This is an optimization exercise on Yosys and OpenROAD, whose aim is small area, a short achievable clock period and few clock cycles per item, not a production implementation.

==> flow/design.v <==
module SME ( clk, reset, chardata, isstring, ispattern, valid, match, match_index);
input clk;
input reset;
input [7:0] chardata;
input isstring;
input ispattern;
output valid;
output match;
output [4:0] match_index;
reg valid;
reg match;
reg [4:0] match_index;
reg [7:0] s [0:31];
reg [5:0] len;           
reg       str_q;         
integer n;
always @(posedge clk) begin
	if (isstring) begin
		for (n = 0; n < 31; n = n + 1)
			s[n] <= s[n+1];
		s[31] <= chardata;
		len <= str_q ? len + 6'd1 : 6'd1;
	end
end
wire in_car  = (chardata == 8'h5E);
wire in_dol  = (chardata == 8'h24);
wire in_dot  = (chardata == 8'h2E);
wire in_star = (chardata == 8'h2A);
reg [31:0] eq_q;         
reg        lit_q, dot_q, car_q, dol_q, star_q;
reg        pat_q;        
integer j;
always @(posedge clk) begin
	for (j = 0; j < 32; j = j + 1)
		eq_q[j] <= (s[j] == chardata);
	lit_q  <= !(in_car | in_dol | in_dot | in_star);
	dot_q  <= in_dot;
	car_q  <= in_car;
	dol_q  <= in_dol;
	star_q <= in_star;
end
reg  [32:0] m;
reg  [4:0]  base;        
reg         starred;     
wire [5:0] lo = 6'd32 - len;
reg  [31:0] v;           
always @(*) begin
	for (j = 0; j < 32; j = j + 1)
		v[j] = (j >= lo);
end
reg [31:0] sp;
always @(*) begin
	for (j = 0; j < 32; j = j + 1)
		sp[j] = (s[j] == 8'h20);
end
reg [32:0] pre;
integer d;
always @(*) begin
	pre = m;
	for (d = 0; d < 6; d = d + 1)
		for (j = 0; j < 33; j = j + 1)
			if ((j >> d) & 1)
				pre[j] = pre[j] | pre[((j >> d) << d) - 1];
end
reg [32:0] m_nxt;
always @(*) begin
	m_nxt[0] = (car_q & m[0]) |
	           (dol_q & m[0] & sp[0]) |
	           (star_q & pre[0]);
	for (j = 1; j < 32; j = j + 1)
		m_nxt[j] = (dot_q & m[j-1]) |
		           (lit_q & m[j-1] & eq_q[j-1]) |
		           (car_q & m[j] & (!m[j-1] | sp[j-1])) |
		           (dol_q & m[j] & sp[j]) |
		           (star_q & pre[j]);
	m_nxt[32] = (dot_q & m[31]) |
	            (lit_q & m[31] & eq_q[31]) |
	            (dol_q & m[32]) |
	            (star_q & pre[32]);
end
wire [4:0] base_nxt = (lit_q | dot_q) ? base - 5'd1 : base;
reg [32:0] x;
always @(*) begin
	for (j = 0; j < 32; j = j + 1)
		x[j] = m[j] & ((lit_q & eq_q[j]) | dot_q | (dol_q & sp[j]) | star_q |
		               (car_q & (j == 0 || !m[j-1] || sp[j-1])));
	x[32] = m[32] & (dol_q | star_q);
end
reg [31:0] px, first;
reg [4:0]  fs;
always @(*) begin
	px = x[31:0];
	for (d = 0; d < 5; d = d + 1)
		for (j = 0; j < 32; j = j + 1)
			if ((j >> d) & 1)
				px[j] = px[j] | px[((j >> d) << d) - 1];
	first[0] = x[0];
	for (j = 1; j < 32; j = j + 1)
		first[j] = x[j] & !px[j-1];
	for (d = 0; d < 5; d = d + 1) begin
		fs[d] = 1'b0;
		for (j = 0; j < 32; j = j + 1)
			if ((j >> d) & 1)
				fs[d] = fs[d] | first[j];
	end
end
always @(posedge clk) begin
	if (pat_q) begin
		m    <= m_nxt;
		base <= base_nxt;
	end else begin
		m    <= {1'b0, v};
		base <= len[4:0];
	end
end
always @(posedge clk or posedge reset) begin
	if (reset) begin
		str_q   <= 1'b0;
		pat_q   <= 1'b0;
		starred <= 1'b0;
		valid   <= 1'b0;
	end else begin
		str_q   <= isstring;
		pat_q   <= ispattern;
		starred <= pat_q & (starred | star_q);
		valid   <= pat_q & !ispattern;
	end
end
always @(posedge clk) begin
	match <= |x;
	if (!starred)
		match_index <= fs + base;
end
endmodule
Settings: LEC_CHECK=0, CAP_MARGIN=20, CORE_MARGIN=2, CORE_UTILIZATION=40, SETUP_SLACK_MARGIN=5, SLEW_MARGIN=20; clock period 8.0 ns.
run.sh (not shown) runs the stock make flow with config.mk's settings and CLKGATE_MAP_FILE= SYNTH_SCRIPT=/design/flow/synth_recipe.tcl, a recipe that flattens the netlist after the stock synthesis.
Next try:
==> flow/design.v (replaced) <==
module SME ( clk, reset, chardata, isstring, ispattern, valid, match, match_index);
input clk;
input reset;
input [7:0] chardata;
input isstring;
input ispattern;
output valid;
output match;
output [4:0] match_index;
reg valid;
reg match;
reg [4:0] match_index;
reg [7:0] s [0:31];
reg [5:0] len;           
reg       str_q;         
integer n;
always @(posedge clk) begin
	if (isstring) begin
		for (n = 0; n < 31; n = n + 1)
			s[n] <= s[n+1];
		s[31] <= chardata;
		len <= str_q ? len + 6'd1 : 6'd1;
	end
end
wire in_car  = (chardata == 8'h5E);
wire in_dol  = (chardata == 8'h24);
wire in_dot  = (chardata == 8'h2E);
wire in_star = (chardata == 8'h2A);
wire [7:0] c_eff = (in_car | in_dol) ? 8'h20 : chardata;
reg [31:0] eq_q;         
reg        lit_q, dot_q, car_q, dol_q, star_q;
reg        pat_q;        
integer j;
always @(posedge clk) begin
	for (j = 0; j < 32; j = j + 1)
		eq_q[j] <= (s[j] == c_eff);
	lit_q  <= !(in_car | in_dol | in_dot | in_star);
	dot_q  <= in_dot;
	car_q  <= in_car;
	dol_q  <= in_dol;
	star_q <= in_star;
end
reg  [32:0] m;
reg  [4:0]  base;        
reg         starred;     
wire [5:0] lo = 6'd32 - len;
reg  [31:0] v;           
always @(*) begin
	for (j = 0; j < 32; j = j + 1)
		v[j] = (j >= lo);
end
reg [32:0] pre;
always @(*) begin
	pre[0] = m[0];
	for (j = 1; j < 33; j = j + 1)
		pre[j] = pre[j-1] | m[j];
end
reg [32:0] m_nxt;
always @(*) begin
	m_nxt[0] = (car_q & m[0]) |
	           (dol_q & m[0] & eq_q[0]) |
	           (star_q & pre[0]);
	for (j = 1; j < 32; j = j + 1)
		m_nxt[j] = (dot_q & m[j-1]) |
		           (lit_q & m[j-1] & eq_q[j-1]) |
		           (car_q & m[j] & (!m[j-1] | eq_q[j-1])) |
		           (dol_q & m[j] & eq_q[j]) |
		           (star_q & pre[j]);
	m_nxt[32] = (dot_q & m[31]) |
	            (lit_q & m[31] & eq_q[31]) |
	            (dol_q & m[32]) |
	            (star_q & pre[32]);
end
wire [4:0] base_nxt = (lit_q | dot_q) ? base - 5'd1 : base;
reg [4:0] fs;
always @(*) begin
	fs = 5'd0;
	for (j = 31; j >= 0; j = j - 1)
		if (m_nxt[j]) fs = j;
end
always @(posedge clk) begin
	if (pat_q) begin
		m    <= m_nxt;
		base <= base_nxt;
	end else begin
		m    <= {1'b0, v};
		base <= len[4:0];
	end
end
always @(posedge clk or posedge reset) begin
	if (reset) begin
		str_q   <= 1'b0;
		pat_q   <= 1'b0;
		starred <= 1'b0;
		valid   <= 1'b0;
	end else begin
		str_q   <= isstring;
		pat_q   <= ispattern;
		starred <= pat_q & (starred | star_q);
		valid   <= pat_q & !ispattern;
	end
end
always @(posedge clk) begin
	match <= |m_nxt;
	if (!starred)
		match_index <= fs + base_nxt;
end
endmodule
The new run went through all stages and came out clean.
Wire length shrinks by 9.8%.
Cell area shrinks by 4.7%.
Area after synthesis shrinks by 6.1%.
Count of clock-buffer cells in the layout grows by 6.
Global-route usage shrinks by 0.70 points.
Function was not checked in any run of this note: the RTL went through the layout flow alone.

-- port drivers added, routing unchanged --
In the flow no input, the clock included, has a driving cell. The finished layouts below were timed again as built, in two steps. Step 1 sets driving cells, clkbuf_16 on the clock port and buf_2 on the other inputs (assumed; they add their load-dependent delay and slew). Step 2 times the ports against the registers' clock, not the clock port: input delays grow and output delays shrink by t, the midpoint of the rising clock arrivals with the driver on. Slacks: ideal / step 1 / step 2; pairs: ideal / step 1.
run | t, ns | slack for setup (ns) | hold slack, ns | pins driven straight from the clock port
the first run | 0.589 | 4.252 / 4.252 / 4.252 | 0.486 / 0.486 / 0.486 | 1
the second run | 0.581 | 3.797 / 3.797 / 3.797 | 0.464 / 0.464 / 0.464 | 1
After both steps setup and hold are still met in every run listed.
